This design comes from an exercise in tuning for small area and few clock cycles per item on the open sky130 flow, not from production work. In this exercise RTL edits were held to simulation tests only and were not proved equivalent to the original. Power and IR drop assume default switching activity.

==> config.mk <==
export PLATFORM = sky130hd
export DESIGN_NAME = phase1_top
export DESIGN_NICKNAME = phase1_top
export VERILOG_FILES = /design/flow/design.v
export SDC_FILE = /design/flow/constraint.sdc
export NUM_CORES = 4
export LEC_CHECK = 0
export CAP_MARGIN = 20
export CORE_MARGIN = 2
export CORE_UTILIZATION = 40
export SLEW_MARGIN = 20
==> constraint.sdc <==
create_clock -name core_clock -period 8.0 [get_ports {clk}]
set_input_delay 1.6000 -clock core_clock [delete_from_list [all_inputs] [get_ports {clk}]]
set_output_delay 1.6000 -clock core_clock [all_outputs]
set_load 0.01 [all_outputs]
==> design.v <==
module MUX16 (in0, in1, select, out);
    input[15:0] in0;
    input[15:0] in1;
    input select;
    output reg[15:0] out;
    always @(in0 or in1 or select)
        begin
        case(select)
        0 : out = in0;
        1 : out = in1;
        default: out = in0;
        endcase
        end
endmodule
module MUX4 (in0, in1, select, out);
    input[3:0] in0;
    input[3:0] in1;
    input select;
    output reg[3:0] out;
    always @(in0 or in1 or select)
        begin
        case(select)
        0 : out = in0;
        1 : out = in1;
        default: out = in0;
        endcase
        end
endmodule
module MUX16_3_input (in0, in1, in2, select, out);
    input[15:0] in0;
    input[15:0] in1;
    input [15:0] in2;
    input [1:0] select;
    output reg[15:0] out;
    always @(in0 or in1 or in2 or select)
        begin
        case(select)
        2'b00 : out = in0;
        2'b01 : out = in1;
        2'b10 : out = in2;
        default: out = in0;
        endcase
        end
endmodule
module adder( pc_add, imm, shiftout);
  input [15:0] pc_add;
  input [15:0] imm;
  output [15:0] shiftout;
  assign shiftout = pc_add + imm;
endmodule
module sign_ext_4_16(
  imm_4, imm_16);
  input [3:0] imm_4;
  output[15:0] imm_16;
  assign imm_16 = {{12{imm_4[3]}}, imm_4};
endmodule  
module sign_ext_8_16(
  imm_8, imm_16);
  input [7:0] imm_8;
  output[15:0] imm_16;
  assign imm_16 = {{8{imm_8[7]}}, imm_8};
endmodule  
module sign_ext_12_16(
  imm_12, imm_16);
  input [11:0] imm_12;
  output[15:0] imm_16;
  assign imm_16 = {{4{imm_12[11]}}, imm_12};
endmodule  
module control(
    opcode,
    dmem_wen,
    rf_wen,
    alu_op,
    alusrc,
    regdest,
    branch,
    mem2reg,
    lhb_llb_con1,
    s5,
    s6,
    s7,
    jal,
    jr,
    exec, 
    lw
  );
 input[3:0] opcode;
 output reg dmem_wen;
 output reg rf_wen;
 output reg[2:0] alu_op;
 output reg alusrc;
 output reg regdest;
 output reg branch;
 output reg mem2reg;
 output reg lhb_llb_con1;
 output reg s5;
 output reg s6;
 output reg s7;
 output reg jal;
 output reg jr;
 output reg exec;
 output reg lw; 
always @ (*)
begin
  dmem_wen=1;
  rf_wen=0;
  alu_op=3'b000;
  alusrc=0;
  regdest=1;
  branch=0;
  mem2reg=0;
  lhb_llb_con1 = 0;
  s5 = 0;
  s6 = 1;
  s7 = 0;
  jal = 0;
  jr = 0;
  exec = 0;
  lw = 0;
  if ( (opcode==4'b0000) || (opcode==4'b0001) || (opcode==4'b0010) || (opcode==4'b0011) )
  begin
    dmem_wen=1;
    rf_wen=1;
    alu_op=opcode[2:0];
    alusrc=0;
    regdest=1;
    branch=0;
    mem2reg=0;
    lhb_llb_con1 = 0;
    s5 = 0;
    s6 = 1;
    s7 = 0; 
    jal = 0; 
    jr = 0;
    exec = 0;
    lw=0;
  end
  if ( (opcode==4'b0100) || (opcode==4'b0101) || (opcode==4'b0110) || (opcode==4'b0111) )
  begin
    dmem_wen=1;
    rf_wen=1;
    alu_op=opcode[2:0];
    alusrc=1;
    regdest=1;
    branch=0;
    mem2reg=0;
    lhb_llb_con1 = 0;
    s5 = 0;
    s6 = 1;
    s7 = 0;
    jal=0;
    jr = 0;
    exec = 0;
    lw=0;
  end
  if (opcode==4'b1000)
  begin
    dmem_wen=1;
    rf_wen=1;
    alu_op=3'b000;
    alusrc=1;
    regdest=1;
    branch=0;
    mem2reg=1;
    lhb_llb_con1 = 0;
    s5 = 0;
    s6 = 1;
    s7 = 0;
    jal=0;
    jr = 0;
    exec =0;
    lw=1;
  end
  if (opcode==4'b1001)
  begin
    dmem_wen=0;
    rf_wen=0;
    alu_op=3'b000;
    alusrc=1;
    regdest=0;
    branch=0;
    lhb_llb_con1 = 1;
    s5 = 0;
    s6 = 1;
    jal=0;
    jr = 0;
    exec = 0;
    lw=0;
    mem2reg=0;
  end
  if((opcode == 4'b1010)) 
  begin
    dmem_wen = 1;
    alu_op = 3'b010;
    rf_wen = 1;
    regdest = 1;
    branch = 0;
    lhb_llb_con1 = 1;
    mem2reg=0;
    alusrc = 0;
    s5 = 1;
    s6 = 0;
    s7 = 0;
    jal=0;
    jr = 0;
    exec = 0;
    lw=0;
  end
  if(opcode == 4'b1011)
  begin
    dmem_wen = 1;
    rf_wen = 1;
    regdest = 1;
    mem2reg=0;
    s7 = 1;
    branch = 0;
    jal=0;
    jr = 0;
    exec = 0;
    lw=0;
  end 
  if(opcode == 4'b1101)
  begin
    dmem_wen=1;
    rf_wen=1;
    alu_op=3'b000;  
    branch=0;
    jal = 1;
    mem2reg=0;
    lhb_llb_con1 = 0;
    s5 = 0;
    s6 = 1;
    s7 = 0;
    jr = 0;
    exec = 0;
    lw=0;
  end
  if(opcode == 4'b1110)
  begin
    dmem_wen = 1;
    rf_wen = 0;
    branch = 0;
    lhb_llb_con1 = 1;
    mem2reg=0;
    jal = 0;
    s5 = 0;
    s6 = 1;
    s7 = 0;
    jr = 1;
    exec = 0;
    lw=0;
  end
  if(opcode == 4'b1111)
  begin
    dmem_wen = 1;
    rf_wen = 0;
    branch = 0;
    mem2reg=0;
    lhb_llb_con1 = 1;
    jal = 0;
    s5 = 0;
    s6 = 1;
    s7 = 0;
    jr = 0;
    exec = 1;
    lw=0;
  end
  if((opcode == 4'b1100))
  begin
    s7 = 0;
    dmem_wen=1;
    rf_wen=0;
    branch=1;
    jal=0;
    jr = 0;
    mem2reg=0;
  end
end
endmodule
module alu(
   a,    
   b,    
   op,    
   imm,    
   flag_in,  
   flag_out,  
   out    
   );
   parameter DSIZE = 16;
   input [DSIZE-1:0] a, b;
   input [2:0] op;
   input [3:0] imm;
   input [2:0] flag_in;
   output reg[DSIZE-1:0] out;
   output reg [2:0] flag_out;
always @(*)
  begin
   flag_out = flag_in;
   flag_out[1] = 1'b0;
   case(op)
      3'd0: 
        begin
          out = a + b;
          flag_out[1] = ((a[15] == b[15])&&(b[15] != out[15]))? 1'b1 : 1'b0;
          if (flag_out[1] == 0) 
            flag_out[0] = out[15];
        end
      3'd1: 
        begin
          out = a - b;
          flag_out[1] = ((a[15] != b[15])&&(a[15] != out[15]))? 1'b1 : 1'b0;
          if (flag_out[1] == 0)
            flag_out[0] = out[15];
        end
      3'd2:             
          out = a & b;
      3'd3:           
          out = a | b;
      3'd4: out = a << imm;
      3'd5: out = a >> imm;
      3'd6: out = $signed(a) >>> imm;
      3'd7: out = (a << imm) | (a >> (5'd16-{1'b0,imm}));
      default: out = 0;
  endcase
  flag_out[2] = (out == 16'h0000)? 1'b1 : 1'b0;
end
endmodule
module regfile (
	clk,
	rst,
	wen,
	raddr1, 
	raddr2, 
	waddr, 
	wdata, 
  	rdata1,
	rdata2
	);
        parameter DSIZE=16;
        parameter NREG=16;
        localparam RSIZE=4;
  	input clk;
	input rst;
	input wen;
	input [RSIZE-1:0] raddr1;
	input [RSIZE-1:0] raddr2; 
	input [RSIZE-1:0] waddr;
	input [DSIZE-1:0] wdata;
 	output [DSIZE-1:0] rdata1;
	output [DSIZE-1:0] rdata2;
	reg [DSIZE-1:0] regdata [0:NREG-1];
	reg wen_temp;
	always@(posedge clk)
		begin
			if(rst)
				begin
					regdata[0] <=0;
                                        regdata[1] <=0;
                                        regdata[2] <=0;
                                        regdata[3] <=0;
                                        regdata[4] <=0;
                                        regdata[5] <=0;
                                        regdata[6] <=0;
                                        regdata[7] <=0;
                                        regdata[8] <=0;
                                        regdata[9] <=0;
                                        regdata[10] <=0;
                                        regdata[11] <=0;
                                        regdata[12] <=0;
                                        regdata[13] <=0;
                                        regdata[14] <=0;
                                        regdata[15] <=0;
				end
			else
				regdata[waddr] <= ((wen == 1) && (waddr != 0)) ? wdata : regdata[waddr];
		end
  assign rdata1 = ((wen===1) && (waddr == raddr1) && (waddr != 0))? wdata : regdata[raddr1];
  assign rdata2 = ((wen===1) && (waddr == raddr2) && (waddr != 0)) ? wdata : regdata[raddr2];
endmodule 
module phase1_top(
    input clk,
    input rst,
    output [15:0] imem_addr,
    input  [15:0] imem_rdata,
    output [15:0] dmem_addr,
    output [15:0] dmem_wdata,
    output        dmem_we,
    input  [15:0] dmem_rdata
);
reg  [15:0] pc;     
reg         xm;     
reg         lwb;    
reg  [3:0]  lrd;    
reg         fz, fv, fn;
wire [15:0] ir = imem_rdata;
wire [3:0]  op = ir[15:12];
wire [3:0]  ra = ir[11:8];
wire [3:0]  rb = ir[7:4];
wire [3:0]  rc = ir[3:0];
wire exe    = ~lwb;                      
wire is_alu = ~op[3];
wire is_lw  = op == 4'b1000;
wire is_sw  = op == 4'b1001;
wire is_lhb = op == 4'b1010;
wire is_llb = op == 4'b1011;
wire is_br  = op == 4'b1100;
wire is_jal = op == 4'b1101;
wire is_jr  = op == 4'b1110;
wire is_ex  = op == 4'b1111;
wire [3:0]  addr_b = (op[3] | op[2]) ? ra : rc;
reg  [15:0] R [1:15];
reg  [15:0] rda, rdb;
integer i;
always @(*) begin
  rda = 16'h0000;
  rdb = 16'h0000;
  for (i = 1; i < 16; i = i + 1) begin
    if (rb == i)     rda = rda | R[i];
    if (addr_b == i) rdb = rdb | R[i];
  end
end
wire [15:0] sext4 = {{12{rc[3]}}, rc};
wire        sub   = op == 4'b0001;
wire [15:0] add_b = op[3] ? sext4 : (sub ? ~rdb : rdb);
wire [15:0] sum   = rda + add_b + {15'd0, sub};
reg  [15:0] shres;
always @(*) begin
  case (op[1:0])
    2'd0: shres = rda << rc;
    2'd1: shres = rda >> rc;
    2'd2: shres = $signed(rda) >>> rc;
    default: shres = (rda << rc) | (rda >> (5'd16 - {1'b0, rc}));
  endcase
end
wire [15:0] pc_inc = pc + 16'd1;
reg [15:0] res;
always @(*) begin
  case (op)
    4'd0, 4'd1: res = sum;
    4'd2:       res = rda & rdb;
    4'd3:       res = rda | rdb;
    4'b1010:       res = {ir[7:0], rdb[7:0]};
    4'b1011:       res = {{8{ir[7]}}, ir[7:0]};
    4'b1101:       res = pc_inc;
    default:    res = shres;
  endcase
end
wire v_new = ~op[2] & ~op[1] & (rda[15] == add_b[15]) & (sum[15] != rda[15]);
wire z_new = res == 16'h0000;
wire n_new = (~op[2] & ~op[1] & ~v_new) ? sum[15] : fn;
reg cond;
always @(*) begin
  case (ra)
    4'd0: cond = fz;
    4'd1: cond = ~fz;
    4'd2: cond = ~fz & ~fn;
    4'd3: cond = fn;
    4'd4: cond = fz | ~fn;
    4'd5: cond = fn | fz;
    4'd6: cond = fv;
    4'd7: cond = 1'b1;
    default: cond = 1'b0;
  endcase
end
wire ctl     = exe & ~xm;                  
wire taken   = ctl & ((is_br & cond) | is_jal);
wire [15:0] off = is_jal ? {{4{ir[11]}}, ir[11:0]} : {{8{ir[7]}}, ir[7:0]};
wire [15:0] tgt = pc_inc + (taken ? off : 16'd0);
wire to_reg  = ctl & (is_jr | is_ex);
wire [15:0] npc = lwb ? pc : (to_reg ? rdb : tgt);
assign imem_addr = rst ? 16'h0000 : npc;
wire lw_go = exe & is_lw & (ra != 4'd0);
always @(posedge clk) begin
  if (rst) begin
    pc  <= 16'h0000;
    xm  <= 1'b0;
    lwb <= 1'b0;
    fz  <= 1'b0;
    fv  <= 1'b0;
    fn  <= 1'b0;
  end else begin
    if (!(ctl & is_ex)) pc <= npc;
    xm  <= ctl & is_ex;
    lwb <= lw_go;
    if (exe & is_alu) begin
      fz <= z_new;
      fv <= v_new;
      fn <= n_new;
    end
  end
  if (lw_go) lrd <= ra;
end
wire        wen   = lwb | (exe & (is_alu | is_lhb | is_llb | (is_jal & ~xm)));
wire [3:0]  waddr = lwb ? lrd : ((is_jal & ~xm) ? 4'd15 : ra);
wire [15:0] wdata = lwb ? dmem_rdata : res;
wire [15:0] wd    = rst ? 16'h0000 : wdata;
integer k;
always @(posedge clk) begin
  for (k = 1; k < 16; k = k + 1)
    if (rst | (wen & (waddr == k))) R[k] <= wd;
end
assign dmem_addr  = sum;
assign dmem_wdata = rdb;
assign dmem_we    = ~rst & exe & is_sw;
endmodule
==> run.sh <==
#!/bin/bash
# synth_recipe.tcl (not shown) runs the flow's synth.tcl, then flattens the netlist and writes it again
# the make line also repeats each setting of config.mk as NAME=value (left out here)
make -C /OpenROAD-flow-scripts/flow DESIGN_CONFIG=/design/flow/config.mk WORK_HOME=/design/flow/orfs CLKGATE_MAP_FILE= SYNTH_SCRIPT=/design/flow/synth_recipe.tcl finish
==> run summary <==
====================================================================================
Result of the run                                                       complete, no violations
Avg Synthesized Cell Area                                                 9.96 sq um
WL/cell                                                                      33.2 um
Clock transition at the registers of the reported paths                        60 ps
Primary flip-flop cell chosen by synthesis mapping                      sky130_fd_sc_hd__edfxtp_1
Number of detailed-routing iterations run before antenna repair                    9
Global placer's final weighted congestion                                       1.03
Path category of the worst min-delay check                              flip-flop to flip-flop
Post-DP HPWL                                                                 67.1 mm
Total count of hold-check failures in the final report                             0
Total via count after detailed routing                                         18.7k
Synth Cell Area                                                          18300 sq um
Total CTS buffers                                                                 29
Number of storage elements in the synthesis netlist                              265
Share of flip-flops with an asynchronous set or reset after synthesis             0%
Final Core Density                                                             51.1%
Max-slew violation total from the final report                                     0
Cell family with the largest share of critical-path delay               buffers and inverters
Die footprint                                                            47400 sq um
Post-route non-filler standard cell count                                       2762
Final worst path period share                                                  98.4%
Leak pwr                                                                     9.02 nW
Transition at the pin with the smallest max-transition slack                 1170 ps
Synth top area share                                                           40.1%
Area growth from synthesis to final layout                                     26.4%
Largest fanout of any net on the critical path                                     4
Largest net degree at the start of global routing                                 50
Port Buffers                                                                      82
Filler Cells Inserted                                                           4198
Number of standard cells after synthesis                                        1837
Synthesized net count                                                           1905
Count of placed standard cells including taps                                   2682
Slack of the worst reg-to-reg path                                           2440 ps
Count of buffering cells on the critical path with inverters included              7
Critical Path, Cell by Cell                                             clkdlybuf4s50_1 -> buf_4 -> nand2b_1 -> mux2i_2 -> and2_1 -> buf_4 -> a222oi_1 -> nand2_1 -> a2111o_1 -> xnor2_1 -> o21ai_0 -> ha_1 -> buf_4 -> a211oi_2 -> nor2_2 -> o21ai_1 -> buf_4 -> a311oi_2 -> buf_4 -> xor2_2 -> dlygate4sd2_1
Cell area power density                                                  209 nW/um^2
Cell taking the most area after synthesis                               sky130_fd_sc_hd__edfxtp_1
Number of vias per cell after detailed routing                                  6.76
Category of the critical setup timing path                              input pin to output port
Number of distinct library cells after synthesis                                 100
Initial drt markers                                                             3021
Setup crit end kind                                                      output port
Boundary Pins                                                                     83
Standard-cell row count                                                           78
Wire length of the first global-routing pass                                  128 mm
Placeable core region                                                    45300 sq um
Number of flops mapped to enable cells by yosys                                  244
Number of levels the H-tree was split into                                         1
Remaining max-slew budget at the tightest pin                                  21.4%
DRC viols                                                                          0
Die span in y                                                                 218 um
Fraction of the yosys area taken by sequential cells                           42.4%
Highest Clock Rate                                                           127 MHz
Clock tree root driver cell                                             sky130_fd_sc_hd__clkbuf_16
Final Critical Period                                                        7870 ps
Longest individual stage delay on the worst path                              600 ps
Fraction of layout instances using a drive strength above 1                    24.0%
Leading post-synthesis cells by cell area                               sky130_fd_sc_hd__edfxtp_1, sky130_fd_sc_hd__mux2i_1, sky130_fd_sc_hd__a22oi_1, sky130_fd_sc_hd__nor2_1, sky130_fd_sc_hd__nand2_1
Leftover overflow at the end of global routing                                     0
Via count of the first global-routing pass                                     17.7k
Cell mode on critical path                                              sky130_fd_sc_hd__buf_4
Number of warnings issued by yosys                                                 2
Number of antenna violations at the first check in global routing                  2
Starting Density                                                               40.4%
Routed wire length                                                           91.7 mm
Crit path required time                                                      6400 ps
Antenna Nets Post-Route                                                            0
Total routing usage reported by global routing                                 37.5%
Crit path arrival time                                                       6270 ps
Clock tree skew after final layout                                           21.7 ps
Skew-Pair Late Insertion Delay                                                580 ps
Total number of clock tree sinks                                                 265
Number of max-cap violations                                                       0
Overall power consumption                                                    4.84 mW
Type of element launching the critical path                                input pin
Clock tree from TritonCTS                                                       done
Post-layout net count                                                           2207
Peak VDD IR                                                                   203 uV
Cell type of the slowest stage on the worst timing path                 sky130_fd_sc_hd__clkdlybuf4s50_1
Die W                                                                         218 um
Hold buffer count at CTS                                                           0
Buffer levels on the longest clock path                                            3
Number of failing setup endpoints in the final timing report                       0
====================================================================================
## Yosys cell counts, types with 19 or more instances
library cell and instances:
sky130_fd_sc_hd__nand2b_1 24, sky130_fd_sc_hd__nor2_1 145, sky130_fd_sc_hd__buf_2 23, sky130_fd_sc_hd__nand2_1 143, sky130_fd_sc_hd__xor2_1 19, sky130_fd_sc_hd__xnor2_1 38, sky130_fd_sc_hd__dfxtp_1 21, sky130_fd_sc_hd__mux2i_1 106
sky130_fd_sc_hd__a22oi_1 83, sky130_fd_sc_hd__a22o_1 19, sky130_fd_sc_hd__a222oi_1 36, sky130_fd_sc_hd__nor3_1 47, sky130_fd_sc_hd__o22ai_1 49, sky130_fd_sc_hd__inv_1 43, sky130_fd_sc_hd__nand3_1 44, sky130_fd_sc_hd__a21oi_1 93
sky130_fd_sc_hd__edfxtp_1 244, sky130_fd_sc_hd__a221oi_1 19, sky130_fd_sc_hd__ha_1 31, sky130_fd_sc_hd__and2_1 28, sky130_fd_sc_hd__o21ai_0 74, sky130_fd_sc_hd__clkbuf_1 96
## placed cells by master, fill, tap and decap left out, types with 17 or more instances in the layout
cell and n:
sky130_fd_sc_hd__clkbuf_16 30, sky130_fd_sc_hd__nand2_1 142, sky130_fd_sc_hd__clkdlybuf4s50_1 60, sky130_fd_sc_hd__a222oi_1 36, sky130_fd_sc_hd__nor3_1 46, sky130_fd_sc_hd__a22o_1 19, sky130_fd_sc_hd__dfxtp_1 20, sky130_fd_sc_hd__o22ai_1 49
sky130_fd_sc_hd__buf_4 313, sky130_fd_sc_hd__edfxtp_1 244, sky130_fd_sc_hd__a21oi_1 90, sky130_fd_sc_hd__a22oi_1 82, sky130_fd_sc_hd__o21ai_0 60, sky130_fd_sc_hd__and2_1 28, sky130_fd_sc_hd__a221oi_1 17, sky130_fd_sc_hd__o211ai_1 18
sky130_fd_sc_hd__mux2i_1 105, sky130_fd_sc_hd__xor2_1 17, sky130_fd_sc_hd__ha_1 28, sky130_fd_sc_hd__a31oi_1 18, sky130_fd_sc_hd__nand3_1 43, sky130_fd_sc_hd__nand2b_1 24, sky130_fd_sc_hd__nor2_1 137, sky130_fd_sc_hd__inv_1 43
sky130_fd_sc_hd__xnor2_1 35
## sequential cells by signal (all words and copies together), names as in the netlist
register	count
lrd	4
fn	1
xm	1
R	240
fv	1
lwb	1
fz	1
pc	16
## final timing paths
kind	end	start	cells after the start
setup / recovery	dmem_addr[12]	imem_rdata[2]	21
hold / removal	pc[10]	pc[10]	1
setup reg to reg	fz	R[4][0]	23
hold reg to reg	pc[10]	pc[10]	1
## layout make-up
cell class	instances	area [sq um]	area share (%)
Sequential cell	265	7750	33.5
Multi-Input combinational cell	1388	10100	43.8
Inverter	45	169	0.731
Antenna cell	1	2.50	0.0108
Clock inverter	21	178	0.768
Timing Repair Buffer	410	3400	14.7
Clock buffer	32	737	3.19
Tap cell	600	751	3.25
## power breakdown
group	switching, mW	internal, mW	total (mW)
Combinational	1.03	0.710	1.74
Clock	0.572	0.732	1.30
Sequential	0.0941	1.70	1.80
Total	1.69	3.14	4.84
## logic make-up after synthesis
kind of cell	synth area share, %
fa+ha+maj	2.45
buf+inv	4.28
mux	8.01
xor+xnor	2.91
simple gates	14.8
compound gates	25.2
flops	42.4
## metal layers
layer / vias up / part of all wire, % / track usage, % / routed length, um
met1: 9137 / 39 / 49.7 / 35600
met4: 0 / 6.4 / 20.2 / 5850
met3: 298 / 11 / 6.67 / 9920
met5: - / 0 / 0 / 0
li1: 7879 / - / - / -
met2: 1356 / 44 / 58.5 / 40300
## metrics by stage
step                      cell area, sq um  setup TNS (ps)  hold slack (ps)  setup WS (ps)
after floorplan                      18300               0              457            414
after global placement               21700          -15030              487           -703
after detailed placement             21700          -12940              488           -677
after CTS                            22800           -49.6              512          -49.6
after global routing                 23100            -408              529          -92.8
final                                23100               0              516            125
## what timing repair did
item | 4_1_cts | 5_1_grt
pin swaps | 12 | 30
setup buffers | 6 | 19
setup endpoints to repair | 19 | 17
gates resized for setup | 54 | 57
gates cloned | 0 | 1
Testbench counts, summed over its fixed seeds: cycles 11,209, instructions 10,191.

## what the ideal ports hide
The results above use ideal ports. As a check the final layout listed here was re-extracted and re-timed, cells and wires unchanged. Step 1 (the two cells are an assumption about what drives the block):
set clk [get_ports {clk}]
set_driving_cell -lib_cell sky130_fd_sc_hd__clkbuf_16 $clk
set_driving_cell -lib_cell sky130_fd_sc_hd__buf_2 [delete_from_list [all_inputs] $clk]
Step 2, shift: input delay + t, output delay - t, t = (earliest + latest rising clock arrival at the registers) / 2. This alone moves slack from input paths to output paths. Three values: ideal, step 1, step 2; two values: the first two.
t, ns: 0.629
setup WS [ns]: 0.125 / 0.098 / 0.098
worst setup path at the end: input to output
pins driven straight from the clock port: 1
After both steps setup and hold are still met in this run. The setup slack of this run moves by -0.027 ns with the drivers and by -0.027 ns with both steps.
